Context: an optimization exercise on an open-source flow, tuned for small area and a short achievable clock period. The choices shown serve that exercise and are no tape-out recipe.
Function was checked by simulation only, so behaviour that the tests miss may differ from the original.

### flow/constraint.sdc
create_clock -name core_clock -period 80.0 [get_ports {clock}]
set_input_delay 16.0000 -clock core_clock [delete_from_list [all_inputs] [get_ports {clock}]]
set_output_delay 16.0000 -clock core_clock [all_outputs]
set_load 0.01 [all_outputs]
### flow/flow/run.sh
#!/bin/bash
# Standard layout (bash standard.sh), with two changes:
#  - every port gets the smallest plain buffer (buf_1) instead of the default;
#  - CTS without dummy loads and with larger sink clusters (flow/cts_args).
export BUFFER_PORTS_ARGS="-buffer_cell sky130_fd_sc_hd__buf_1"
export CTS_ARGS="$(cat flow/cts_args)"
bash standard.sh finish > standard.log 2>&1
### flow/config.mk
export PLATFORM = sky130hd
export DESIGN_NAME = rgb2hsv
export DESIGN_NICKNAME = rgb2hsv
export VERILOG_FILES = /design/flow/design.v
export SDC_FILE = /design/flow/constraint.sdc
export NUM_CORES = 4
export LEC_CHECK = 0
export CAP_MARGIN = 20
export CORE_MARGIN = 2
export CORE_UTILIZATION = 55
export SLEW_MARGIN = 20
### flow/standard.sh
#!/bin/bash
# synth_recipe.tcl (not shown) runs the flow's synth.tcl, then flattens the netlist and writes it again
# the make line also repeats each setting of config.mk as NAME=value (left out here)
make -C /OpenROAD-flow-scripts/flow DESIGN_CONFIG=/design/flow/config.mk WORK_HOME=/design/flow/orfs CLKGATE_MAP_FILE= SYNTH_SCRIPT=/design/flow/synth_recipe.tcl "${@:-finish}"
### flow/design.v
module rgb2hsv(
        input clock,
        input reset_n,
        input in_valid,
        input [7:0] in_red,
        input [7:0] in_green,
        input [7:0] in_blue,
        input in_visual,
        input in_done,
        output out_valid,
        output [7:0] out_red,
        output [7:0] out_green,
        output [7:0] out_blue,
        output [7:0] out_hue,
        output [7:0] out_saturation,
        output [7:0] out_brightness,
        output out_visual,
        output out_done
    );
    function ge8;
        input [7:0] a;
        input [7:0] b;
        integer i;
        reg c;
        begin
            c = 1'b1;
            for (i = 0; i < 8; i = i + 1)
                c = (a[i] & ~b[i]) | (a[i] & c) | (~b[i] & c);
            ge8 = c;
        end
    endfunction
    function [8:0] step_c;
        input [8:0] v;
        input [7:0] dn;
        integer i;
        reg c, q;
        reg [7:0] t;
        begin
            c = 1'b1;
            for (i = 0; i < 8; i = i + 1) begin
                t[i] = v[i] ^ dn[i] ^ c;
                c = (v[i] & dn[i]) | (v[i] & c) | (dn[i] & c);
            end
            q = v[8] | c;
            step_c = {q, ~(q ? t : v[7:0])};
        end
    endfunction
    function [8:0] step_b;
        input [8:0] vn;
        input [7:0] d;
        integer i;
        reg w, q;
        reg [7:0] tn;
        begin
            w = 1'b0;
            for (i = 0; i < 8; i = i + 1) begin
                tn[i] = vn[i] ^ d[i] ^ w;
                w = (vn[i] & d[i]) | (vn[i] & w) | (d[i] & w);
            end
            q = ~(vn[8] & w);
            step_b = {q, ~(q ? tn : vn[7:0])};
        end
    endfunction
    reg [26:0] p1, p2, p3, p4, p5;
    always @(posedge clock) begin
        p1 <= {in_valid, in_visual, in_done, in_red, in_green, in_blue};
        p2 <= p1;
        p3 <= p2;
        p4 <= p3;
        p5 <= p4;
    end
    reg [2:0] rc;
    always @(posedge clock)
        rc <= {reset_n & (rc[1] | rc[2]), reset_n & rc[0], reset_n & ~rc[2]};
    wire live = reset_n & rc[2] & ~rc[1];
    wire [7:0] r4 = p3[23:16];
    wire [7:0] g4 = p3[15:8];
    wire [7:0] b4 = p3[7:0];
    wire r_ge_g = ge8(r4, g4);
    wire r_ge_b = ge8(r4, b4);
    wire g_lt_b = ~ge8(g4, b4);
    wire rmax = r_ge_g & r_ge_b;
    wire bmax = ~rmax & g_lt_b;
    wire gmax = ~rmax & ~g_lt_b;
    wire minus = rmax ? g_lt_b : (bmax ? ~r_ge_g : r_ge_b);
    wire lo_r = (bmax & minus) | (gmax & ~minus);
    wire lo_g = (rmax & minus) | (bmax & ~minus);
    wire lo_b = (rmax & ~minus) | (gmax & minus);
    wire [7:0] mx = ({8{rmax}} & r4) | ({8{gmax}} & g4) | ({8{bmax}} & b4);
    wire [7:0] lo = ({8{lo_r}} & r4) | ({8{lo_g}} & g4) | ({8{lo_b}} & b4);
    wire [7:0] hi = ({8{~rmax & ~lo_r}} & r4) | ({8{~gmax & ~lo_g}} & g4)
                  | ({8{~bmax & ~lo_b}} & b4);
    reg [7:0] e, x;
    reg ce, cx;
    integer n;
    always @* begin
        ce = 1'b0;
        cx = 1'b1;
        for (n = 0; n < 8; n = n + 1) begin
            e[n] = mx[n] ^ ~lo[n] ^ ce;
            ce = (mx[n] & ~lo[n]) | (mx[n] & ce) | (~lo[n] & ce);
            x[n] = hi[n] ^ ~lo[n] ^ cx;
            cx = (hi[n] & ~lo[n]) | (hi[n] & cx) | (~lo[n] & cx);
        end
    end
    wire [1:0] hk = rmax ? {minus, minus} : (bmax ? 2'd2 : 2'd1);
    reg [7:0] mx4, e4, x4;
    reg [1:0] hk4;
    reg minus4, q44;
    always @(posedge clock) begin
        mx4 <= mx;
        e4 <= e;
        x4 <= x;
        hk4 <= hk;
        minus4 <= minus;
        q44 <= (hi == mx);       
    end
    wire zd = &e4;
    wire [7:0] en = ~e4;             
    wire [7:0] hr0 = q44 ? 8'd0 : x4;
    reg [8:0] hs3, hs2, hs1;
    reg q0h;
    always @* begin
        hs3 = hstep_c({hr0, 1'b0}, e4);
        hs2 = hstep_b({hs3[7:0], 1'b1}, en);
        hs1 = hstep_c({hs2[7:0], 1'b0}, e4);
        q0h = hlast_b({hs1[7:0], 1'b1}, en);
    end
    wire [4:0] q = {q44, hs3[8], hs2[8], hs1[8], q0h};
    function [8:0] hstep_c;
        input [8:0] v;
        input [7:0] ee;      
        integer i;
        reg c, qq;
        reg [7:0] t;
        begin
            c = 1'b0;
            for (i = 0; i < 8; i = i + 1) begin
                t[i] = v[i] ^ ~ee[i] ^ c;
                c = (v[i] & ~ee[i]) | (v[i] & c) | (~ee[i] & c);
            end
            qq = v[8] | c;
            hstep_c = {qq, ~(qq ? t : v[7:0])};
        end
    endfunction
    function [8:0] hstep_b;
        input [8:0] vn;
        input [7:0] een;     
        integer i;
        reg w, qq;
        reg [7:0] tn;
        begin
            w = 1'b1;
            for (i = 0; i < 8; i = i + 1) begin
                tn[i] = vn[i] ^ ~een[i] ^ w;
                w = (vn[i] & ~een[i]) | (vn[i] & w) | (~een[i] & w);
            end
            qq = ~(vn[8] & w);
            hstep_b = {qq, ~(qq ? tn : vn[7:0])};
        end
    endfunction
    function hlast_b;
        input [8:0] vn;
        input [7:0] een;
        integer i;
        reg w;
        begin
            w = 1'b1;
            for (i = 0; i < 8; i = i + 1)
                w = (vn[i] & ~een[i]) | (vn[i] & w) | (~een[i] & w);
            hlast_b = ~(vn[8] & w);
        end
    endfunction
    wire [7:0] mxn = ~mx4;
    wire [8:0] sa7 = step_c({e4, en[7]}, mxn);
    wire [8:0] sa6 = step_b({sa7[7:0], ~en[6]}, mx4);
    wire [8:0] sa5 = step_c({sa6[7:0], en[5]}, mxn);
    wire [8:0] sa4 = step_b({sa5[7:0], ~en[4]}, mx4);
    reg [7:0] mx5, sr5;
    reg [3:0] sq5, sd5;
    reg [4:0] q5;
    reg [1:0] hk5;
    reg minus5, zd5;
    always @(posedge clock) begin
        mx5 <= mx4;
        sr5 <= sa4[7:0];
        sq5 <= {sa7[8], sa6[8], sa5[8], sa4[8]};
        sd5 <= en[3:0];
        q5 <= q;
        hk5 <= hk4;
        minus5 <= minus4 & (q != 5'd0);
        zd5 <= zd;
    end
    wire [7:0] mx5n = ~mx5;
    wire [8:0] sb3 = step_c({sr5, sd5[3]}, mx5n);
    wire [8:0] sb2 = step_b({sb3[7:0], ~sd5[2]}, mx5);
    wire [8:0] sb1 = step_c({sb2[7:0], sd5[1]}, mx5n);
    wire [8:0] sb0 = step_b({sb1[7:0], ~sd5[0]}, mx5);
    wire [7:0] sat = {sq5, sb3[8], sb2[8], sb1[8], sb0[8]};
    reg [5:0] fp;
    always @* begin
        case (q5)
            5'd0: fp = 6'd0;
            5'd1: fp = 6'd2;
            5'd2: fp = 6'd5;
            5'd3: fp = 6'd7;
            5'd4: fp = 6'd10;
            5'd5: fp = 6'd13;
            5'd6: fp = 6'd15;
            5'd7: fp = 6'd18;
            5'd8: fp = 6'd21;
            5'd9: fp = 6'd23;
            5'd10: fp = 6'd26;
            5'd11: fp = 6'd29;
            5'd12: fp = 6'd31;
            5'd13: fp = 6'd34;
            5'd14: fp = 6'd37;
            5'd15: fp = 6'd39;
            default: fp = 6'd42;
        endcase
    end
    wire [7:0] hf = {minus5, minus5, fp ^ {6{minus5}}};
    wire [7:0] hue = {hk5[1], hk5[0], hk5[1], hk5[0], hk5[1], hk5[0], hk5[1], hk5[0]} + hf;
    wire live_hs = live & ~zd5;
    reg [26:0] p6;
    reg [7:0] hue6, sat6, bri6;
    always @(posedge clock) begin
        p6 <= live ? p5 : 27'd0;
        bri6 <= live ? mx5 : 8'd0;
        sat6 <= live_hs ? sat : 8'd0;
        hue6 <= live_hs ? hue : 8'd0;
    end
    assign out_valid = p6[26];
    assign out_visual = p6[25];
    assign out_done = p6[24];
    assign out_red = p6[23:16];
    assign out_green = p6[15:8];
    assign out_blue = p6[7:0];
    assign out_hue = hue6;
    assign out_saturation = sat6;
    assign out_brightness = bri6;
endmodule
### flow/flow/cts_args
-sink_clustering_enable -repair_clock_nets -buf_list sky130_fd_sc_hd__clkbuf_16 -root_buf sky130_fd_sc_hd__clkbuf_16 -dont_use_dummy_load -sink_clustering_size 20 -sink_clustering_max_diameter 60
==> results of run 1 <==
==> final cells by class <==
| class | count | area (µm²) | share of cell area [%] |
|---|---|---|---|
| clock buffers | 19 | 475 | 4.26 |
| inverters | 85 | 320 | 2.87 |
| multi-input cells | 560 | 4720 | 42.3 |
| repair buffers | 84 | 334 | 2.99 |
| well taps | 229 | 287 | 2.57 |
| flip-flops and latches | 251 | 5020 | 45.0 |
==> worst max path at each step <==
stage	slack [ns]	cells past startpoint	start	endpoint
after floorplan	63.15	4	reset_n	bri6[0]
after global placement	62.38	4	reset_n	p6[14]
after detailed placement	62.65	4	reset_n	p6[14]
after CTS	63.01	1	bri6[0]	out_brightness[0]
after global routing	62.95	4	reset_n	p6[13]
final	63.03	1	hue6[0]	out_hue[0]
==> layer usage <==
metal,part of all wire (%),up-vias
met5,0,-
met2,46,198
met4,2.6,0
met3,5.3,42
met1,46,3145
li1,-,3160
==> placed cells by master, fill, tap and decap left out, types with 6 or more instances in the layout <==
master,netlist,layout
sky130_fd_sc_hd__mux2i_1,20,20
sky130_fd_sc_hd__a31oi_1,6,6
sky130_fd_sc_hd__xnor2_1,24,24
sky130_fd_sc_hd__nor2_1,47,46
sky130_fd_sc_hd__and2_1,37,37
sky130_fd_sc_hd__dfxtp_1,251,251
sky130_fd_sc_hd__fa_1,76,76
sky130_fd_sc_hd__nor2b_1,18,18
sky130_fd_sc_hd__clkbuf_16,0,19
sky130_fd_sc_hd__a21o_1,7,7
sky130_fd_sc_hd__nand2b_1,12,12
sky130_fd_sc_hd__nand2_1,92,92
sky130_fd_sc_hd__buf_1,1,79
sky130_fd_sc_hd__ha_1,24,24
sky130_fd_sc_hd__nor3_1,12,12
sky130_fd_sc_hd__o211ai_1,6,6
sky130_fd_sc_hd__o21ai_0,29,29
sky130_fd_sc_hd__a21oi_1,35,35
sky130_fd_sc_hd__inv_1,82,82
sky130_fd_sc_hd__xor2_1,7,7
sky130_fd_sc_hd__o22ai_1,8,8
sky130_fd_sc_hd__a22oi_1,16,16
sky130_fd_sc_hd__mux2_2,26,26
==> sequential cells by signal, indices dropped and copies added, names as in the netlist, 27 cells and up, named ones only <==
signal	cells
p1	27
p2	27
p3	27
p4	27
p5	27
p6	27
==> cells in the mapped netlist, types with 4 or more instances <==
cell	number	area share (%)
sky130_fd_sc_hd__mux2_2	26	2.9
sky130_fd_sc_hd__nand2b_1	12	0.74
sky130_fd_sc_hd__a21oi_1	35	1.7
sky130_fd_sc_hd__inv_1	82	3.0
sky130_fd_sc_hd__nor2_1	47	1.7
sky130_fd_sc_hd__xor2_1	7	0.60
sky130_fd_sc_hd__nand2_1	92	3.4
sky130_fd_sc_hd__a22oi_1	16	1.2
sky130_fd_sc_hd__xnor2_1	24	2.1
sky130_fd_sc_hd__clkbuf_1	15	0.55
sky130_fd_sc_hd__nor2b_1	18	1.1
sky130_fd_sc_hd__fa_1	76	15
sky130_fd_sc_hd__a31oi_1	6	0.37
sky130_fd_sc_hd__maj3_1	5	0.49
sky130_fd_sc_hd__mux2i_1	20	2.0
sky130_fd_sc_hd__o2111ai_1	4	0.35
sky130_fd_sc_hd__and2_1	37	2.3
sky130_fd_sc_hd__nand3_1	4	0.20
sky130_fd_sc_hd__dfxtp_1	251	50
sky130_fd_sc_hd__nor3_1	12	0.59
sky130_fd_sc_hd__o221a_2	4	0.44
sky130_fd_sc_hd__ha_1	24	3.0
sky130_fd_sc_hd__a21o_1	7	0.52
sky130_fd_sc_hd__o21ai_0	29	1.4
sky130_fd_sc_hd__o22ai_1	8	0.49
sky130_fd_sc_hd__o211ai_1	6	0.44
==> metrics by stage <==
stage,utilization [%],cell area (µm²),hold slack (ns),worst slack (ns)
floorplan,-,10100,0.310,63.15
global placement,59.3,10700,0.310,62.38
detailed placement,59.3,10700,0.312,62.65
CTS,61.9,11200,0.297,63.01
global route,61.9,11200,0.297,62.95
finish,61.9,11200,0.294,63.03
==> cells by family after synthesis <==
| group | synth area share [%] |
|---|---|
| AO/OA/AOI/OAI | 9.27 |
| XOR/XNOR | 2.68 |
| adder cells (fa/ha/maj) | 18.6 |
| buffers and inverters | 4.01 |
| flip-flops | 49.5 |
| multiplexers | 4.86 |
| AND/OR/NAND/NOR | 11.1 |
==> results.txt, run 1 <==
Status
The flow ran to the end and the layout has no timing, DRC or antenna violations.

Placed design
The estimated wirelength of the detail-placed design is roughly 16 mm. The number of placed instances, taps included is around 1200. During placement, the flow inserted port buffers numbering 79. The congestion estimate from routability-driven global placement came to 0.942.

Routing
In the routed layout, each cell is associated on average with a via count of between 5 and 6. The routed design has a little over 20 mm of wire. For this block, the initial DRC count from the detailed router was 365.

The first detailed-routing pass ran for 6 iterations. The average detailed-routed wire length per instance is approximately 17 µm. The routed via count is 6545. In this run the remaining antenna-violating nets after routing total 0.

The post-detailed-route DRC marker count is 0.

Critical path
The maximum fanout along the worst path is 1. The end of the worst register-to-register path is sr5[3]. The worst setup path is of the flip-flop to output pin kind. STA classifies the critical path endpoint as an output pin. The startpoint identified for the worst register-to-register timing path is e4[7]. The signal on the critical path passes through buf_1. For the worst setup path, the data required time is about 64 ns.

In this run the register-to-register setup slack is between 60 and 70 ns. The family of cells with the greatest summed delay on the critical path is flip-flops. For this run, the slowest stage of the critical path takes around 0.32 ns. The count of buffer and inverter cells on the critical path is 1. The critical path's slowest cell is sky130_fd_sc_hd__dfxtp_1.

The number of cells on the worst reg-to-reg path is 43. The worst setup path is launched from a flip-flop. Data arrives at the worst endpoint at about 0.97 ns.

Synth
For this run, the number of Yosys warnings is 1. The synthesized netlist net count is roughly 1000. The most used flip-flop cell after synthesis is sky130_fd_sc_hd__dfxtp_1. Synthesis inferred ~250 register bits. The share of flip-flops with an asynchronous set or reset after synthesis is 0%. The synthesized area is approximately 10000 µm². The number of distinct library cells after synthesis is 63. The count of flip-flops with a built-in enable after synthesis is 0.

The sequential share of the synthesized area is just under 50%. In this run the mean area of a mapped cell was roughly 11 µm². The cell count after synthesis came out at between 900 and 1000.

Clocking
The clock latency of the later-clocked register in the worst-skew pair is between 0.4 and 0.5 ns. TritonCTS built the clock tree. The number of setup buffers added after CTS is 0.

The number of resized instances in the post-cts repair step is 0. In this run the deepest clock path goes through 3 buffers. The count of H-tree levels built during CTS is 1. The number of buffers created by CTS is 19.

The tree built by TritonCTS fans out to 251 sinks. The number of hold buffers added after CTS is 0. The root buffer cell is sky130_fd_sc_hd__clkbuf_16.

After clock tree synthesis, the clock-pin slew on the worst setup and hold paths is about 0.07 ns.

Global routing
Entering global routing, the biggest net connects 29 pins. In the global route stage, met2 resource usage came out at 35.0%. The global-route usage over all layers is between 20% and 30%. The number of global-route vias before repair is 6596. The first global-routing pass estimated approximately 34 mm of wire. The initial antenna violation count is 0. Global routing used a little under a third of the available met1 tracks. The met3 track utilization from global routing is 3.58%.

The sum of overflow across all layers after global routing is 0. After global routing, the most crowded layer is met2.

Timing
Setup violations remaining at the end of the flow were counted as 0. The tightest slew margin relative to the limit is 30.4%. The clock arrives with about 0.036 ns of skew. The number of max-slew violations in the final report came to 0. Setup repair after global routing left no endpoint under its margin. The transition time at the pin with the least slew margin is roughly 1.0 ns. Timing would allow up to around 0.059 GHz. In the finished design, the share of the clock period the worst path needs comes to between 20% and 30%. The setup TNS is 0 ns. The final number of hold-violating endpoints is 0. Counting I/O delays and the setup requirement, the final critical path takes about 17 ns.

Die
The initial utilization of the core area, before any placement, comes to 56.3%. The x dimension of the die is between 100 and 150 µm. For this design the top-level I/O count stands at 80. The core outline area is ~18000 µm². The floorplan has between 40 and 50 rows. The y dimension of the die is 140 µm. The die covers 19600 µm².

Layout
The post-route non-filler standard cell count is between 1000 and 1500. The area overhead of the layout relative to synthesis is 9.97%. For this run, the post-layout net count is between 1000 and 1500. After filler insertion, the fill cell instance count of the layout stands at approximately 1500. The antenna diode count is 0.

The fraction of layout cells with a size suffix above 1 is 6.51%.

Flow run
Across the run, the number of max-cap violations was 0.

Min path
The endpoint of the worst hold path is p2[18]. Counting instances, the worst hold path has a depth of 0. The startpoint identified for the worst hold timing path is p1[18]. The path category of the worst min-delay check is flip-flop to flip-flop.
==> run 2: changes to the inputs <==
==> flow/flow/cts_args (replaced) <==
-sink_clustering_enable -repair_clock_nets -buf_list sky130_fd_sc_hd__clkbuf_4 -root_buf sky130_fd_sc_hd__clkbuf_4 -dont_use_dummy_load -sink_clustering_size 12 -sink_clustering_max_diameter 40
==> results.txt, run 2 <==
Timing
The maximum achievable frequency was 0.0583 GHz (-1.1%). The number of max-slew violations in the final report came to 0 (unchanged). The clock skew is 0.0739 ns (+0.0376 ns). Setup repair after global routing left no endpoint under its margin. The time the worst path needs with I/O delays and setup was 17.16 ns (+0.193 ns). The tightest slew margin relative to the limit is 30.6% (+0.22 points).

The final critical-path setup slack came to 62.84 ns (-0.193 ns). The transition time at the pin with the least slew margin is 1.04 ns (-0.00325 ns). The count of final setup violators was 0 (unchanged). The share of the clock period used by the worst path is 21.5% (+0.24 points). The setup TNS was 0 ns (unchanged). The final number of hold-violating endpoints was 0 (unchanged).

Layout
The top cell types in the final layout, fill and taps aside, are 251 x sky130_fd_sc_hd__dfxtp_1, 92 x sky130_fd_sc_hd__nand2_1, 82 x sky130_fd_sc_hd__inv_1. The fraction of layout cells with a size suffix above 1 is 7.62% (+1.1 points). The post-route non-filler standard cell count was 1241 (+1.1%). The number of nets in the final layout came to 1142 (+1.1%). The leading cell type in the layout, fill and taps excluded is sky130_fd_sc_hd__dfxtp_1. The area overhead of the layout relative to synthesis is 7.61%.

The cell area after layout is 10900 µm² (-2.2%).

Routing
The routed via count was 6583 (+0.58%). The detailed-router iteration count before antenna repair is 5 (-1). The post-detailed-route count of antenna-violating nets was 0 (unchanged). The number of violations reported at the end of detailed-routing iteration 0 is 350 (-4.1%).

The mean number of vias per cell is 5.30 (-0.47%). The routed wire length is 20.5 mm (-0.29%). The average detailed-routed wire length per instance was 16.5 µm (-1.3%). The post-detailed-route DRC marker count is 0 (unchanged).

Global routing
The global-route usage over all layers was 21.5% (-0.024 points). The largest net degree at the start of global routing is 29 (unchanged). The initial antenna violation count is 1 (+1). The sum of overflow across all layers after global routing is 0 (unchanged). The global-route wire length before repair was 33.9 mm (about the same). The number of global-route vias before repair was 6693 (+1.5%).

Synth
The commonest register cell after synthesis is sky130_fd_sc_hd__dfxtp_1. The share of synthesized cell area in full adder, half adder and majority cells is 18.6% (unchanged). The biggest area contributor in the post-synthesis netlist is sky130_fd_sc_hd__dfxtp_1. The share of flip-flops with an asynchronous set or reset after synthesis came to 0% (unchanged).

The mux share of post-synthesis cell area came to 4.86% (unchanged). The number of synthesized register bits is 251 (unchanged). The area share of and/or/nand/nor cells after synthesis is 11.1% (unchanged). The synthesized netlist net count is 1045 (unchanged). The compound-gate portion of the synthesized area is 9.27% (unchanged). The mean area per synthesized cell is 11.1 µm² (unchanged). The number of instances in the synthesized netlist is 916 (unchanged). After synthesis, the largest family of logic cells by area is adder cells.

The number of distinct library cells after synthesis is 63 (unchanged). The top cell type's share of synthesized area is 49.5% (unchanged). Ranked by instance count, the synthesized netlist is headed by 251 x sky130_fd_sc_hd__dfxtp_1, 92 x sky130_fd_sc_hd__nand2_1, 82 x sky130_fd_sc_hd__inv_1. The XOR/XNOR share of the synthesized area is 2.68% (unchanged). The number of warnings printed during yosys synthesis is 1 (unchanged).

By area the synthesized netlist is led by sky130_fd_sc_hd__dfxtp_1 50%, sky130_fd_sc_hd__fa_1 15%, sky130_fd_sc_hd__nand2_1 3.4%, sky130_fd_sc_hd__inv_1 3.0%, sky130_fd_sc_hd__ha_1 3.0%. The synthesized area was 10100 µm² (unchanged). The count of flip-flops with a built-in enable after synthesis came to 0 (unchanged). The cell with the most instances after synthesis is sky130_fd_sc_hd__dfxtp_1. The sequential share of the synthesized area came to 49.5% (unchanged).

Clocking
The number of setup buffers added after CTS is 0 (unchanged). The number of hold buffers added after CTS is 0 (unchanged). The number of buffers created by CTS was 31 (+12). The clock-pin slew of the registers on the worst-case setup and hold paths was 0.11 ns (+0.04 ns). The clock tree from TritonCTS is yes. The count of H-tree levels built during CTS is 1 (unchanged). The root buffer cell is sky130_fd_sc_hd__clkbuf_4. The number of resized instances in the post-cts repair step is 0 (unchanged). The clock net sink count is 251 (unchanged). The clock latency of the later-clocked register in the worst-skew pair is 0.66 ns (+0.18 ns). The maximum root-to-sink buffer count is 3 (unchanged).

Die
The y dimension of the die was 140 µm (unchanged). The starting utilization of the core area is 56.3% (unchanged). The top-level I/O count is 80 (unchanged).

The core outline area was 18000 µm² (unchanged). The x dimension of the die is 140 µm (unchanged). The number of standard-cell rows in the floorplan is 49 (unchanged). The area enclosed by the die boundary is 19600 µm² (unchanged).

Placed design
The estimated wirelength of the detail-placed design is 15.7 mm (unchanged). The global placement routability congestion is 0.942 (unchanged). The area of placed instances was 10700 µm² (unchanged). The count of input and output buffers came to 79 (unchanged). The pre-CTS setup slack is 62.65 ns (unchanged). The number of placed instances, taps included is 1209 (unchanged).

Critical path
The critical path's slowest cell is sky130_fd_sc_hd__dfxtp_1. The count of buffer and inverter cells on the critical path was 1 (unchanged). The worst setup slack for register-to-register paths is 65.69 ns (-0.03 ns). The data arrival time of the critical path is 1.16 ns (+0.19 ns). The data required time at the worst endpoint was 64.00 ns (about the same). The peak per-stage delay on the critical path is 0.33 ns (about the same). The type of the worst setup path is flip-flop to output pin. The signal on the critical path passes through buf_1. The kind of end point of the critical path is an output pin. STA classifies the critical path startpoint as a flip-flop.

Grouping stages by cell kind, the critical path spends the most delay in flip-flops. The maximum fanout along the worst path is 1 (unchanged).

Flow run
The max-cap check violation count is 0 (unchanged).

Status
The flow ran to the end and the layout has no timing, DRC or antenna violations.

Min path
The worst hold path belongs to the class flip-flop to flip-flop.
==> run 2: cell counts after synthesis <==
No cell type changed its count.
==> run 2: area by class of cell <==
class / instances / area (µm²)
multi-input cells: 560 / 4720
clock buffers: 31 / 233
well taps: 229 / 287
fillers: 1575 / 7100
diodes: 1 / 2.50
inverters: 85 / 320
flip-flops and latches: 251 / 5020
repair buffers: 84 / 334
==> run 2: path summary, 6_finish.rpt <==
kind,from,to,depth (start not counted)
worst max-delay path,p6[14],out_green[6],1
worst min-delay path,p4[22],p5[22],0
worst max register to register,e4[7],sr5[3],43
worst min register to register,p4[22],p5[22],0
==> run 2: routing by layer <==
| metal | share of wire [%] | vias up | GRT usage [%] |
|---|---|---|---|
| li1 | - | 3193 | - |
| met1 | 45 | 3133 | 29.7 |
| met2 | 46 | 214 | 34.6 |
| met3 | 6.1 | 43 | 3.85 |
| met4 | 2.9 | 0 | 7.00 |
| met5 | 0 | - | 0 |
==> run 2: kinds of logic after synthesis <==
group,Yosys count
flip-flops,251
multiplexers,46
adder cells (fa/ha/maj),106
AND/OR/NAND/NOR,237
AO/OA/AOI/OAI,140
XOR/XNOR,31
buffers and inverters,105
==> run 2: worst reg2reg max path: cells and delay by family (launching register included) <==
family / cells / cell delay [ns]
muxes: 1 / 0.35
DFF: 1 / 0.53
buffers and inverters: 5 / 0.62
adders and majority gates: 28 / 10.91
AOI/OAI and AO/OA: 5 / 0.68
and+or+nand+nor: 4 / 1.10
==> run 2: metrics by stage <==
| stage | utilization (%) | hold WS (ns) |
|---|---|---|
| after detailed placement | 59.3 | 0.312 |
| final | 60.6 | 0.267 |
| after floorplan | - | 0.310 |
| after global placement | 59.3 | 0.310 |
| after CTS | 60.6 | 0.261 |
| after global routing | 60.6 | 0.254 |
==> run 3: changes to the inputs <==
==> flow/flow/cts_args (replaced) <==
-sink_clustering_enable -repair_clock_nets -buf_list sky130_fd_sc_hd__clkbuf_4 -root_buf sky130_fd_sc_hd__clkbuf_8 -dont_use_dummy_load -sink_clustering_size 14 -sink_clustering_max_diameter 40
==> results.txt, run 3 <==
Status
The flow ran to the end and the layout has no timing, DRC or antenna violations.

Timing
Setup repair after global routing left no endpoint under its margin. The time the worst path needs with I/O delays and setup is 17.04 ns (-0.121 ns). The number of max-slew violations in the final report is 0 (unchanged). The tightest slew margin relative to the limit is 31.5% (+0.94 points). The transition time at the pin with the least slew margin was 1.03 ns (-0.0141 ns). The maximum achievable frequency is 0.0587 GHz (+0.71%). The clock skew came to 0.0729 ns (-0.00106 ns).

The minimum hold slack was 0.312 ns (+0.0448 ns). The setup TNS is 0 ns (unchanged). The share of the clock period used by the worst path came to 21.3% (-0.15 points).

The count of final setup violators is 0 (unchanged). The final number of hold-violating endpoints is 0 (unchanged).

Routing
The mean number of vias per cell is 5.29 (-0.23%). The detailed-router iteration count before antenna repair came to 5 (unchanged). The average detailed-routed wire length per instance is 16.5 µm (about the same).

The routed via count came to 6552 (-0.47%). The post-detailed-route count of antenna-violating nets was 0 (unchanged). The routed wire length is 20.4 mm (-0.23%).

The post-detailed-route DRC marker count is 0 (unchanged). The number of violations reported at the end of detailed-routing iteration 0 is 363 (+3.7%).

Global routing
The number of global-route vias before repair is 6696 (+0.045%). The global-route usage over all layers came to 21.5% (about the same). The initial antenna violation count is 0 (-1). The met2 layer usage reported by global route was 34.5% (-0.051 points). The met3 track utilization from global routing came to 3.85% (unchanged). The global-route layer with the greatest usage is met2.

The global routing met1 resource utilization came to 29.5% (-0.14 points). The global-route wire length before repair came to 33.8 mm (-0.18%). The largest net degree at the start of global routing is 29 (unchanged). The sum of overflow across all layers after global routing is 0 (unchanged).

Die
The y dimension of the die is 140 µm (unchanged). The area enclosed by the die boundary is 19600 µm² (unchanged). The top-level I/O count is 80 (unchanged).

The x dimension of the die is 140 µm (unchanged). The number of standard-cell rows in the floorplan was 49 (unchanged). The core outline area is 18000 µm² (unchanged). The starting utilization of the core area came to 56.3% (unchanged).

Min path
The path class of the tightest hold or removal check is flip-flop to flip-flop.

Synth
The number of synthesized register bits is 251 (unchanged). sky130_fd_sc_hd__dfxtp_1 is the most common cell in the netlist. The top cell type's share of synthesized area came to 49.5% (unchanged).

The sequential share of the synthesized area came to 49.5% (unchanged). In the post-synthesis netlist, the biggest area contributors are sky130_fd_sc_hd__dfxtp_1 50%, sky130_fd_sc_hd__fa_1 15%, sky130_fd_sc_hd__nand2_1 3.4%, sky130_fd_sc_hd__inv_1 3.0%, sky130_fd_sc_hd__ha_1 3.0%. The synthesized area came to 10100 µm² (unchanged). The share of flip-flops with an asynchronous set or reset after synthesis came to 0% (unchanged). The area share of and/or/nand/nor cells after synthesis is 11.1% (unchanged). The number of distinct library cells after synthesis was 63 (unchanged). The commonest register cell after synthesis is sky130_fd_sc_hd__dfxtp_1. The largest area contributor in the synthesized netlist is sky130_fd_sc_hd__dfxtp_1. The count of flip-flops with a built-in enable after synthesis is 0 (unchanged). The number of instances in the synthesized netlist is 916 (unchanged). The compound-gate portion of the synthesized area came to 9.27% (unchanged). The share of synthesized cell area in full adder, half adder and majority cells came to 18.6% (unchanged).

The mean area per synthesized cell is 11.1 µm² (unchanged). The XOR/XNOR share of the synthesized area was 2.68% (unchanged). The synthesized netlist net count is 1045 (unchanged). The commonest cells after synthesis are 251 x sky130_fd_sc_hd__dfxtp_1, 92 x sky130_fd_sc_hd__nand2_1, 82 x sky130_fd_sc_hd__inv_1. The mux share of post-synthesis cell area is 4.86% (unchanged). The number of warnings printed during yosys synthesis is 1 (unchanged). By area, the combinational part of the netlist is dominated by adder cells.

Clocking
The number of setup buffers added after CTS is 0 (unchanged). The clock tree from TritonCTS is yes. The clock latency of the later-clocked register in the worst-skew pair is 0.55 ns (-0.11 ns). The maximum root-to-sink buffer count is 3 (unchanged). The number of resized instances in the post-cts repair step was 0 (unchanged). The number of buffers created by CTS was 29 (-6.5%).

The number of hold buffers added after CTS is 0 (unchanged). The clock net sink count is 251 (unchanged). The clock-pin slew of the registers on the worst-case setup and hold paths came to 0.12 ns (about the same).

The root buffer cell is sky130_fd_sc_hd__clkbuf_8. The count of H-tree levels built during CTS is 1 (unchanged).

Layout
The number of nets in the final layout is 1140 (-0.18%). The fraction of layout cells with a size suffix above 1 is 7.43% (-0.18 points). The number of fill cells in the layout is 1584 (+0.57%). The leading cell type in the layout, fill and taps excluded is sky130_fd_sc_hd__dfxtp_1. The area overhead of the layout relative to synthesis is 7.62% (about the same).

The antenna diode count is 0 (-1). The library cells used most frequently in the layout, excluding fill and tap cells, are 251 x sky130_fd_sc_hd__dfxtp_1, 92 x sky130_fd_sc_hd__nand2_1, 82 x sky130_fd_sc_hd__inv_1.

Critical path
The maximum fanout along the worst path came to 1 (unchanged). The peak per-stage delay on the critical path was 0.34 ns (about the same). The data required time at the worst endpoint is 64.00 ns (about the same).

The kind of launch point of the worst setup path is a flip-flop. The data arrival time of the critical path is 1.04 ns (-0.12 ns). The type of the worst setup path is flip-flop to output pin. The worst setup slack for register-to-register paths is 65.72 ns (+0.03 ns). The kind of end point of the critical path is an output pin. The count of buffer and inverter cells on the critical path is 1 (unchanged). The slowest stage of the critical path belongs to the cell sky130_fd_sc_hd__dfxtp_1. The family of cells with the greatest summed delay on the critical path is flip-flops.

The critical path goes through buf_1.

Flow run
The max-cap check violation count is 0 (unchanged).

Placed design
The global placement routability congestion is 0.942 (unchanged). The estimated wirelength of the detail-placed design was 15.7 mm (unchanged). The count of input and output buffers was 79 (unchanged).
## run 3: cell counts after synthesis
No cell type changed its count.
## run 3: worst paths after layout
kind           from  cells past startpoint            to
max reg2reg   e4[7]                     43        sr5[3]
min reg2reg  p1[16]                      0        p2[16]
min          p1[16]                      0        p2[16]
max          p6[14]                      1  out_green[6]
## run 3: area by class of cell
type	instances	area [µm²]	area share, %
sequential	251	5020	46.0
multi-input combinational	560	4720	43.2
timing repair buffer	84	334	3.06
tap	229	287	2.62
inverter	85	320	2.93
clock buffer	29	236	2.17
## run 3: cells by family (layout without fill, tap and decap cells)
logic type / Yosys count / after routing
AOI/OAI and AO/OA: 140 / 140
xor gates and xnor gates: 31 / 31
adders and majority gates: 106 / 106
buffers and inverters: 105 / 198
DFF: 251 / 251
muxes: 46 / 46
and+or+nand+nor: 237 / 237
## run 3: through the flow
step           cells  instance area [µm²]  utilization [%]  worst slack, ns
3_5_place_dp    1209                10700             59.3            62.65
2_1_floorplan    916                10100                -            63.15
4_1_cts         1238                10900             60.6            62.90
5_1_grt         1238                10900             60.6            62.86
3_3_place_gp    1209                10700             59.3            62.38
6_report        1238                10900             60.6            62.96
## run 3: routing by layer
layer / share of wire, % / up-vias
met5: 0 / -
met4: 3.0 / 0
met3: 5.7 / 44
met2: 46 / 208
met1: 46 / 3120
li1: - / 3180
==> run 4: changes to the inputs <==
==> flow/flow/cts_args (replaced) <==
-sink_clustering_enable -repair_clock_nets -buf_list sky130_fd_sc_hd__clkbuf_4 -root_buf sky130_fd_sc_hd__clkbuf_8 -dont_use_dummy_load -sink_clustering_size 12 -sink_clustering_max_diameter 45
==> results.txt, run 4 <==
Status
The flow ran to the end and the layout has no timing, DRC or antenna violations.

Critical path
The maximum fanout along the worst path is 1 (unchanged). The count of buffer and inverter cells on the critical path was 1 (unchanged). The count of cells along the worst register-to-register path is 43 (unchanged). The data required time at the worst endpoint is 64.00 ns (about the same). The data arrival time of the critical path came to 1.03 ns (about the same). The setup path with the least slack is of type flip-flop to output pin. On the critical path the largest part of the delay comes from flip-flops. STA classifies the critical path startpoint as a flip-flop.

The peak per-stage delay on the critical path is 0.34 ns (about the same). The kind of end point of the critical path is an output pin. The critical path goes through buf_1.

The largest individual stage delay along the critical path comes from the cell sky130_fd_sc_hd__dfxtp_1. The total stage count of the critical path is 1 (unchanged).

Clocking
The clock tree from TritonCTS is yes. The clock net sink count is 251 (unchanged). The number of setup buffers added after CTS is 0 (unchanged). The maximum root-to-sink buffer count is 3 (unchanged). The number of hold buffers added after CTS is 0 (unchanged). The tree is rooted in a sky130_fd_sc_hd__clkbuf_8. The clock latency of the later-clocked register in the worst-skew pair is 0.54 ns (about the same).

The number of resized instances in the post-cts repair step is 0 (unchanged). The count of H-tree levels built during CTS came to 1 (unchanged). The clock-pin slew of the registers on the worst-case setup and hold paths was 0.10 ns (-0.02 ns).

The number of buffers created by CTS is 29 (unchanged).

Placed design
The global placement routability congestion is 0.942 (unchanged). The pre-CTS setup slack is 62.65 ns (unchanged). The count of input and output buffers came to 79 (unchanged). The area of placed instances is 10700 µm² (unchanged). The estimated wirelength of the detail-placed design came to 15.7 mm (unchanged).

Global routing
The largest net degree at the start of global routing was 29 (unchanged). The initial antenna violation count came to 0 (unchanged). The sum of overflow across all layers after global routing is 0 (unchanged).

The number of global-route vias before repair is 6686 (-0.15%). The global-route usage over all layers is 21.5% (+0.066 points). The global-route wire length before repair came to 33.9 mm (+0.31%).

Timing
The final critical-path setup slack is 62.97 ns (+0.00520 ns). Setup repair after global routing left no endpoint under its margin. The count of final setup violators was 0 (unchanged).

The time the worst path needs with I/O delays and setup came to 17.03 ns (-0.00520 ns). The setup TNS is 0 ns (unchanged). The share of the clock period used by the worst path is 21.3% (about the same). The maximum achievable frequency is 0.0587 GHz (about the same). The number of max-slew violations in the final report came to 0 (unchanged). The transition time at the pin with the least slew margin is 1.02 ns (-0.00561 ns).

The tightest slew margin relative to the limit came to 31.9% (+0.37 points). The clock skew is 0.0425 ns (-0.0304 ns). The final number of hold-violating endpoints is 0 (unchanged).

Routing
The mean number of vias per cell is 5.31 (+0.35%). The number of violations reported at the end of detailed-routing iteration 0 came to 372 (+2.5%). The routed wire length came to 20.5 mm (+0.57%). The routed via count is 6575 (+0.35%).

The detailed-router iteration count before antenna repair came to 5 (unchanged). The post-detailed-route count of antenna-violating nets is 0 (unchanged). The post-detailed-route DRC marker count is 0 (unchanged). The average detailed-routed wire length per instance is 16.6 µm (+0.57%).

Synth
The count of flip-flops with a built-in enable after synthesis is 0 (unchanged). The top cell type's share of synthesized area came to 49.5% (unchanged). Yosys attributes the largest share of cell area to sky130_fd_sc_hd__dfxtp_1 50%, sky130_fd_sc_hd__fa_1 15%, sky130_fd_sc_hd__nand2_1 3.4%, sky130_fd_sc_hd__inv_1 3.0%, sky130_fd_sc_hd__ha_1 3.0%. The mean area per synthesized cell is 11.1 µm² (unchanged).

The share of flip-flops with an asynchronous set or reset after synthesis is 0% (unchanged). The number of instances in the synthesized netlist came to 916 (unchanged). The synthesized netlist net count was 1045 (unchanged).

The number of distinct library cells after synthesis is 63 (unchanged). For this run, the leading register cell type out of synthesis is sky130_fd_sc_hd__dfxtp_1. The sequential share of the synthesized area is 49.5% (unchanged). The synthesized area is 10100 µm² (unchanged). The number of warnings printed during yosys synthesis is 1 (unchanged). Among all cell types in the netlist, the one instantiated most often is sky130_fd_sc_hd__dfxtp_1. The number of synthesized register bits came to 251 (unchanged). By count the netlist is led by 251 x sky130_fd_sc_hd__dfxtp_1, 92 x sky130_fd_sc_hd__nand2_1, 82 x sky130_fd_sc_hd__inv_1. Of all cell types, the one taking the most synthesized area is sky130_fd_sc_hd__dfxtp_1.

Flow run
The max-cap check violation count is 0 (unchanged).

Die
The x dimension of the die came to 140 µm (unchanged). The number of standard-cell rows in the floorplan is 49 (unchanged). The top-level I/O count is 80 (unchanged). The y dimension of the die is 140 µm (unchanged). The starting utilization of the core area came to 56.3% (unchanged). The core outline area is 18000 µm² (unchanged).

The area enclosed by the die boundary is 19600 µm² (unchanged).

Layout
The cell area after layout came to 10900 µm² (unchanged). The antenna diode count is 0 (unchanged). The area overhead of the layout relative to synthesis is 7.62% (unchanged). Leaving out fill and tap cells, the most frequent cells in the layout are 251 x sky130_fd_sc_hd__dfxtp_1, 92 x sky130_fd_sc_hd__nand2_1, 82 x sky130_fd_sc_hd__inv_1. The leading cell type in the layout, fill and taps excluded is sky130_fd_sc_hd__dfxtp_1.

The fraction of layout cells with a size suffix above 1 is 7.43% (unchanged). The number of nets in the final layout is 1140 (unchanged).

Min path
The count of cells along the worst hold path was 0 (unchanged). The path category of the worst min-delay check is flip-flop to flip-flop.
## run 4: cell counts in the layout (fill, tap and decap cells not counted)
No cell type changed its count.
## run 4: logic make-up (layout without fill, tap and decap cells)
kind of cell,after synthesis,count (layout),synth area share (%)
AND/OR/NAND/NOR,237,237,11.1
AO/OA/AOI/OAI,140,140,9.27
flip-flops,251,251,49.5
adder cells (fa/ha/maj),106,106,18.6
multiplexers,46,46,4.86
XOR/XNOR,31,31,2.68
buffers and inverters,105,198,4.01
## run 4: cell type report
class | count | area, µm²
Multi-Input combinational cell | 560 | 4720
Inverter | 85 | 320
Fill cell | 1575 | 7100
Tap cell | 229 | 287
Sequential cell | 251 | 5020
Timing Repair Buffer | 84 | 334
Clock buffer | 29 | 236
## run 4: metal layers
| metal | part of all wire [%] | vias to the layer above | global-route usage (%) | wire [µm] |
|---|---|---|---|---|
| met4 | 3.5 | 0 | 7.42 | 715 |
| met2 | 45 | 201 | 34.4 | 9320 |
| met3 | 5.3 | 54 | 3.79 | 1100 |
| li1 | - | 3184 | - | - |
| met5 | 0 | - | 0 | 0 |
| met1 | 46 | 3136 | 29.8 | 9410 |
## run 4: worst paths after layout
check,start,to,slack [ns]
max reg2reg,e4[7],sr5[3],65.70
max,p6[14],out_green[6],62.97
min,p1[22],p2[22],0.31
min reg2reg,p1[22],p2[22],0.31
## run 4: through the flow
| stage | std cells | util (%) | hold slack (ns) |
|---|---|---|---|
| after detailed placement | 1209 | 59.3 | 0.312 |
| after floorplan | 916 | - | 0.310 |
| after CTS | 1238 | 60.6 | 0.309 |
| after global placement | 1209 | 59.3 | 0.310 |
| final | 1238 | 60.6 | 0.311 |
| after global routing | 1238 | 60.6 | 0.325 |
## run 4: worst register-to-register path: cells and delay by family (launching register included)
family                   cells  cell delay, ns
adder cells (fa/ha/maj)     28           10.93
AND/OR/NAND/NOR              4            1.09
AO/OA/AOI/OAI                5            0.69
buffers and inverters        5            0.62
flip-flops                   1            0.54
multiplexers                 1            0.35
==> run 5: changes to the inputs <==
--- a/flow/design.v
+++ b/flow/design.v
@@ -220,7 +220,17 @@
         endcase
     end
     wire [7:0] hf = {minus5, minus5, fp ^ {6{minus5}}};
-    wire [7:0] hue = {hk5[1], hk5[0], hk5[1], hk5[0], hk5[1], hk5[0], hk5[1], hk5[0]} + hf;
+    wire [7:0] hk85 = {hk5[1], hk5[0], hk5[1], hk5[0], hk5[1], hk5[0], hk5[1], hk5[0]};
+    reg [7:0] hue;
+    reg ch;
+    integer m;
+    always @* begin
+        ch = 1'b0;
+        for (m = 0; m < 8; m = m + 1) begin
+            hue[m] = hk85[m] ^ hf[m] ^ ch;
+            ch = (hk85[m] & hf[m]) | (hk85[m] & ch) | (hf[m] & ch);
+        end
+    end
     wire live_hs = live & ~zd5;
     reg [26:0] p6;
     reg [7:0] hue6, sat6, bri6;
--- a/flow/config.mk
+++ b/flow/config.mk
@@ -5,7 +5,7 @@
 export SDC_FILE = /design/flow/constraint.sdc
 export NUM_CORES = 4
 export LEC_CHECK = 0
-export CAP_MARGIN = 20
+export CAP_MARGIN = 0
 export CORE_MARGIN = 2
 export CORE_UTILIZATION = 55
-export SLEW_MARGIN = 20
+export SLEW_MARGIN = 0
==> results.txt, run 5 <==
Status
The run finished with no timing, DRC or antenna violations.

Synth
The synthesized area came to 10100 µm² (-0.23%). The count of flip-flops with a built-in enable after synthesis is 0 (unchanged). The sequential share of the synthesized area is 49.6% (+0.12 points).

The synthesized netlist net count is 1022 (-2.2%). sky130_fd_sc_hd__dfxtp_1 is the most common cell in the netlist. The commonest register cell after synthesis is sky130_fd_sc_hd__dfxtp_1. The top cell type's share of synthesized area is 49.6% (+0.12 points). The number of warnings printed during yosys synthesis was 1 (unchanged).

After synthesis, the cell types taking the most area are sky130_fd_sc_hd__dfxtp_1 50%, sky130_fd_sc_hd__fa_1 16%, sky130_fd_sc_hd__inv_1 3.3%, sky130_fd_sc_hd__mux2_2 3.2%, sky130_fd_sc_hd__nand2_1 2.7%. The largest area contributor in the synthesized netlist is sky130_fd_sc_hd__dfxtp_1. The number of synthesized register bits was 251 (unchanged). The share of flip-flops with an asynchronous set or reset after synthesis came to 0% (unchanged). Sorting the synthesized cells by how often they occur yields 251 x sky130_fd_sc_hd__dfxtp_1, 90 x sky130_fd_sc_hd__inv_1, 81 x sky130_fd_sc_hd__fa_1. The number of instances in the synthesized netlist is 893 (-2.5%). The number of distinct library cells after synthesis is 64 (+1.6%).

The mean area per synthesized cell is 11.3 µm² (+2.3%).

Critical path
The worst setup path is launched from a flip-flop. The cell family contributing the most delay on the critical path is flip-flops. Traced cell by cell, the critical path runs through buf_1. The data required time at the worst endpoint is 64.00 ns (about the same). The slowest stage of the critical path is the sky130_fd_sc_hd__dfxtp_1 cell.

The maximum fanout along the worst path was 1 (unchanged). The type of the worst setup path is flip-flop to output pin. The count of buffer and inverter cells on the critical path is 1 (unchanged). STA classifies the critical path endpoint as an output pin. The peak per-stage delay on the critical path was 0.34 ns (about the same). The data arrival time of the critical path came to 1.04 ns (about the same).

Layout
The fraction of layout cells with a size suffix above 1 was 8.63% (+1.2 points). The cell area after layout is 10900 µm² (-0.32%). In the layout the commonest cells are 251 x sky130_fd_sc_hd__dfxtp_1, 90 x sky130_fd_sc_hd__inv_1, 81 x sky130_fd_sc_hd__fa_1. The leading cell type in the layout, fill and taps excluded is sky130_fd_sc_hd__dfxtp_1. The number of nets in the final layout is 1116 (-2.1%).

The post-route non-filler standard cell count was 1214 (-1.9%). The area overhead of the layout relative to synthesis came to 7.53% (about the same). The antenna diode count is 0 (unchanged).

The number of fill cells in the layout came to 1568 (-0.44%).

Placed design
The count of input and output buffers is 79 (unchanged). The global placement routability congestion is 0.876 (-7.0%). The number of placed instances, taps included was 1183 (-2.2%). The area of placed instances was 10600 µm² (-0.47%). The estimated wirelength of the detail-placed design is 15.1 mm (-4.1%).

Routing
The post-detailed-route DRC marker count is 0 (unchanged). The detailed-router iteration count before antenna repair is 4 (-1). The routed wire length is 19.5 mm (-5.0%).

The number of violations reported at the end of detailed-routing iteration 0 is 309 (-17%). The routed via count is 6401 (-2.6%). The mean number of vias per cell is 5.27 (-0.72%). The average detailed-routed wire length per instance is 16.1 µm (-3.2%). The post-detailed-route count of antenna-violating nets is 0 (unchanged).

Timing
The number of max-slew violations in the final report was 0 (unchanged). The tightest slew margin relative to the limit is 39.7% (+7.8 points). The final number of hold-violating endpoints is 0 (unchanged). The share of the clock period used by the worst path is 21.3% (about the same). The transition time at the pin with the least slew margin came to 0.898 ns (-0.124 ns). The time the worst path needs with I/O delays and setup is 17.04 ns (+0.00270 ns). The clock skew is 0.0872 ns (+0.0447 ns). The setup TNS came to 0 ns (unchanged).

Setup repair after global routing left no endpoint under its margin. The minimum hold slack is 0.253 ns (-0.0582 ns). The count of final setup violators was 0 (unchanged). The maximum achievable frequency is 0.0587 GHz (about the same).

Clocking
The number of resized instances in the post-cts repair step is 0 (unchanged). The number of setup buffers added after CTS is 0 (unchanged). The number of hold buffers added after CTS is 0 (unchanged).

The clock net sink count was 251 (unchanged). The count of H-tree levels built during CTS is 1 (unchanged). The number of buffers created by CTS is 31 (+6.9%).

The clock-pin slew of the registers on the worst-case setup and hold paths was 0.11 ns (about the same). The tree is rooted in a sky130_fd_sc_hd__clkbuf_8. TritonCTS built the clock tree. The clock latency of the later-clocked register in the worst-skew pair came to 0.55 ns (about the same). The maximum root-to-sink buffer count is 3 (unchanged).

Die
The y dimension of the die is 140 µm (-0.11%). The area enclosed by the die boundary is 19500 µm² (-0.22%). The x dimension of the die came to 140 µm (-0.11%). The core outline area was 18000 µm² (unchanged). The top-level I/O count was 80 (unchanged). The number of standard-cell rows in the floorplan was 49 (unchanged). The starting utilization of the core area is 56.2% (-0.13 points).

Global routing
The largest net degree at the start of global routing was 29 (unchanged). The global-route usage over all layers is 20.7% (-0.83 points). The initial antenna violation count came to 0 (unchanged). The global-route wire length before repair is 32.8 mm (-3.4%).

The sum of overflow across all layers after global routing is 0 (unchanged). The number of global-route vias before repair is 6548 (-2.1%).

Min path
The tightest min-delay check is of the flip-flop to flip-flop type.

Flow run
The max-cap check violation count is 0 (unchanged).
-- run 5: cell count changes after synthesis, moves of 5 or more --
cell	previous run	this run
sky130_fd_sc_hd__nor2_1	47	52
sky130_fd_sc_hd__fa_1	76	81
sky130_fd_sc_hd__inv_1	82	90
sky130_fd_sc_hd__xnor2_1	24	19
sky130_fd_sc_hd__mux2i_1	20	15
sky130_fd_sc_hd__nand2_1	92	73
sky130_fd_sc_hd__a21oi_1	35	25
sky130_fd_sc_hd__o21ai_0	29	23
sky130_fd_sc_hd__a21o_1	7	0
sky130_fd_sc_hd__ha_1	24	19
-- run 5: stage by stage --
stage	setup slack [ns]	utilization, %
2_1_floorplan	62.92	-
3_5_place_dp	62.59	59.0
3_3_place_gp	62.63	59.0
5_1_grt	62.88	60.4
6_report	62.96	60.4
4_1_cts	62.91	60.4
-- run 5: layer usage --
| metal | vias to the layer above | wire (µm) | track usage, % |
|---|---|---|---|
| met5 | - | 0 | 0 |
| met2 | 229 | 8680 | 32.2 |
| li1 | 3089 | - | - |
| met4 | 0 | 473 | 5.79 |
| met1 | 3042 | 9030 | 29.6 |
| met3 | 41 | 1320 | 4.37 |
-- run 5: area by class of cell --
cell class / count / area [µm²] / area share [%]
multi-input cells: 529 / 4660 / 42.8
flip-flops and latches: 251 / 5020 / 46.2
repair buffers: 83 / 327 / 3.00
clock buffers: 31 / 251 / 2.31
inverters: 91 / 342 / 3.14
well taps: 229 / 287 / 2.63
-- run 5: final timing paths --
check             start     endpoint  slack [ns]  depth (start not counted)
setup / recovery  p6[5]  out_blue[5]       62.96                          1
hold / removal    p4[5]        p5[5]        0.25                          0
setup reg to reg  e4[7]       sr5[3]       65.63                         42
hold reg to reg   p4[5]        p5[5]        0.25                          0
-- run 5: kinds of logic (layout without fill, tap and decap cells) --
group	count (synthesis)	after routing	synth area share, %
buffers and inverters	113	205	4.39
adder cells (fa/ha/maj)	114	114	19.8
AO/OA/AOI/OAI	118	118	8.13
XOR/XNOR	26	26	2.25
multiplexers	45	45	4.93
AND/OR/NAND/NOR	226	226	10.9
flip-flops	251	251	49.6
==> run 6: changes to the inputs <==
--- a/flow/config.mk
+++ b/flow/config.mk
@@ -5,7 +5,7 @@
 export SDC_FILE = /design/flow/constraint.sdc
 export NUM_CORES = 4
 export LEC_CHECK = 0
-export CAP_MARGIN = 0
+export CAP_MARGIN = 20
 export CORE_MARGIN = 2
 export CORE_UTILIZATION = 55
-export SLEW_MARGIN = 0
+export SLEW_MARGIN = 20
==> results.txt, run 6 <==
Synth
By area the synthesized netlist is led by sky130_fd_sc_hd__dfxtp_1 50%, sky130_fd_sc_hd__fa_1 16%, sky130_fd_sc_hd__inv_1 3.3%, sky130_fd_sc_hd__mux2_2 3.2%, sky130_fd_sc_hd__nand2_1 2.7%. By instance count, the leading cell after synthesis is sky130_fd_sc_hd__dfxtp_1. The largest area contributor in the synthesized netlist is sky130_fd_sc_hd__dfxtp_1. The number of warnings printed during yosys synthesis is 1 (unchanged). The mean area per synthesized cell came to 11.3 µm² (unchanged). The sequential share of the synthesized area is 49.6% (unchanged).

After synthesis, the most frequently instantiated cells are 251 x sky130_fd_sc_hd__dfxtp_1, 90 x sky130_fd_sc_hd__inv_1, 81 x sky130_fd_sc_hd__fa_1. The share of flip-flops with an asynchronous set or reset after synthesis came to 0% (unchanged). The synthesized netlist net count is 1022 (unchanged). The number of synthesized register bits was 251 (unchanged). For this run, the leading register cell type out of synthesis is sky130_fd_sc_hd__dfxtp_1. The number of instances in the synthesized netlist is 893 (unchanged). The count of flip-flops with a built-in enable after synthesis was 0 (unchanged). The top cell type's share of synthesized area is 49.6% (unchanged). The synthesized area is 10100 µm² (unchanged). The number of distinct library cells after synthesis is 64 (unchanged).

Clocking
The clock-pin slew of the registers on the worst-case setup and hold paths is 0.11 ns (about the same). The clock net sink count was 251 (unchanged). The root buffer cell is sky130_fd_sc_hd__clkbuf_8.

The number of resized instances in the post-cts repair step is 0 (unchanged). The count of H-tree levels built during CTS is 1 (unchanged). The maximum root-to-sink buffer count is 3 (unchanged).

The number of setup buffers added after CTS came to 0 (unchanged). The number of buffers created by CTS is 31 (unchanged). The clock tree from TritonCTS is yes. The number of hold buffers added after CTS came to 0 (unchanged). The clock latency of the later-clocked register in the worst-skew pair is 0.55 ns (about the same).

Timing
The number of max-slew violations in the final report is 0 (unchanged). The setup TNS is 0 ns (unchanged). The share of the clock period used by the worst path is 21.3% (unchanged). Setup repair after global routing left no endpoint under its margin. The time the worst path needs with I/O delays and setup is 17.04 ns (unchanged). The maximum achievable frequency is 0.0587 GHz (unchanged). The clock skew was 0.0872 ns (unchanged). The count of final setup violators is 0 (unchanged). The transition time at the pin with the least slew margin is 0.898 ns (unchanged). The final number of hold-violating endpoints is 0 (unchanged).

The minimum hold slack is 0.253 ns (unchanged). The final critical-path setup slack was 62.96 ns (unchanged). The tightest slew margin relative to the limit is 39.7% (unchanged).

Min path
In this run the worst hold path is classified as flip-flop to flip-flop. In this run the most critical hold path is launched from p4[5]. The count of cells along the worst hold path came to 0 (unchanged). The endpoint of the worst hold path is p5[5].

Global routing
The global-route usage over all layers was 20.7% (unchanged). The number of global-route vias before repair is 6548 (unchanged). The initial antenna violation count came to 0 (unchanged). The sum of overflow across all layers after global routing is 0 (unchanged). The global-route wire length before repair is 32.8 mm (unchanged).

The largest net degree at the start of global routing is 29 (unchanged).

Flow run
The max-cap check violation count was 0 (unchanged).

Placed design
The number of placed instances, taps included is 1183 (unchanged). The pre-CTS setup slack is 62.59 ns (unchanged). The estimated wirelength of the detail-placed design is 15.1 mm (unchanged).

The count of input and output buffers is 79 (unchanged). The global placement routability congestion is 0.876 (unchanged). The area of placed instances is 10600 µm² (unchanged).

Layout
The number of nets in the final layout came to 1116 (unchanged). The area overhead of the layout relative to synthesis came to 7.53% (unchanged). In the layout the commonest cells are 251 x sky130_fd_sc_hd__dfxtp_1, 90 x sky130_fd_sc_hd__inv_1, 81 x sky130_fd_sc_hd__fa_1. The antenna diode count is 0 (unchanged). The post-route core utilization was 60.4% (unchanged).

The fraction of layout cells with a size suffix above 1 is 8.63% (unchanged). The post-route non-filler standard cell count is 1214 (unchanged). The cell area after layout is 10900 µm² (unchanged).

Leaving out fill and tap cells, the most frequent cell in the layout is sky130_fd_sc_hd__dfxtp_1.

Routing
The detailed-router iteration count before antenna repair was 4 (unchanged). The routed via count was 6401 (unchanged). The mean number of vias per cell came to 5.27 (unchanged).

The post-detailed-route count of antenna-violating nets is 0 (unchanged). The post-detailed-route DRC marker count is 0 (unchanged). The routed wire length is 19.5 mm (unchanged).

The average detailed-routed wire length per instance is 16.1 µm (unchanged). The number of violations reported at the end of detailed-routing iteration 0 came to 309 (unchanged).

Critical path
The count of buffer and inverter cells on the critical path is 1 (unchanged). The data required time at the worst endpoint is 64.00 ns (about the same). The total stage count of the critical path is 1 (unchanged).

The maximum fanout along the worst path is 1 (unchanged). In this design, the largest share of critical-path delay is due to flip-flops. The count of cells along the worst register-to-register path is 42 (unchanged). The worst setup path is captured at an output pin.

The data arrival time of the critical path is 1.04 ns (about the same). The worst setup slack for register-to-register paths was 65.63 ns (about the same). The critical register-to-register path startpoint is e4[7].

The critical path goes through buf_1. The end of the worst register-to-register path is sr5[3]. The slowest stage of the critical path belongs to the cell sky130_fd_sc_hd__dfxtp_1.

By startpoint and endpoint, the worst setup path is classified as flip-flop to output pin. The peak per-stage delay on the critical path was 0.34 ns (about the same). The worst setup path is launched from a flip-flop.

Die
The area enclosed by the die boundary is 19500 µm² (unchanged). The top-level I/O count was 80 (unchanged). The number of standard-cell rows in the floorplan is 49 (unchanged). The core outline area came to 18000 µm² (unchanged). The y dimension of the die came to 140 µm (unchanged).

The x dimension of the die is 140 µm (unchanged). The starting utilization of the core area is 56.2% (unchanged).

Status
The run finished with no timing, DRC or antenna violations.
-- run 6: cell counts in the layout (fill, tap and decap cells not counted) --
No cell type changed its count.
-- run 6: worst max path at each step --
stage	startpoint	end
2_1_floorplan	reset_n	sat6[0]
3_3_place_gp	reset_n	sat6[0]
3_5_place_dp	reset_n	sat6[0]
4_1_cts	p6[14]	out_green[6]
5_1_grt	p6[8]	out_green[0]
6_report	p6[5]	out_blue[5]
-- run 6: logic make-up after synthesis --
kind of cell	Yosys count	synth area share, %
flip-flops	251	49.6
AO/OA/AOI/OAI	118	8.13
buffers and inverters	113	4.39
AND/OR/NAND/NOR	226	10.9
XOR/XNOR	26	2.25
multiplexers	45	4.93
adder cells (fa/ha/maj)	114	19.8
-- run 6: final cells by class --
class | count | area, µm²
fillers | 1568 | 7140
well taps | 229 | 287
inverters | 91 | 342
clock buffers | 31 | 251
flip-flops and latches | 251 | 5020
repair buffers | 83 | 327
multi-input cells | 529 | 4660
-- run 6: per-layer routing --
metal / part of all wire [%] / global-route usage, % / vias up
met5: 0 / 0 / -
met4: 2.4 / 5.79 / 0
met3: 6.8 / 4.37 / 41
met2: 45 / 32.2 / 229
met1: 46 / 29.6 / 3042
li1: - / - / 3089

==> static timing again, ports no longer ideal <==
No port has a modelled driver above. Below, the same layouts with a new extraction and two added sets of constraints.
Step 1: set_driving_cell puts a clkbuf_16 on clock and a buf_2 on each other input, an assumption about the parent block.
Step 2 times the ports against the registers' clock, not the clock port: input delays grow and output delays shrink by t, the midpoint of the rising clock arrivals with the driver on.
Slacks: ideal ports / drivers / drivers and shift; pairs: ideal ports / drivers.
| run | t, ns | setup WS [ns] | worst slew at a driven data input, ns |
|---|---|---|---|
| run 1 | 0.510 | 63.032 / 62.988 / 62.704 | 0.03 |
| run 2 | 0.667 | 62.839 / 62.805 / 62.701 | 0.03 |
| run 3 | 0.556 | 62.961 / 62.922 / 62.718 | 0.03 |
| run 4 | 0.562 | 62.966 / 62.927 / 62.694 | 0.03 |
| run 5 | 0.544 | 62.963 / 62.925 / 62.596 | 0.03 |
| run 6 | 0.544 | 62.963 / 62.925 / 62.596 | 0.03 |
After both steps every run listed still meets setup and hold.
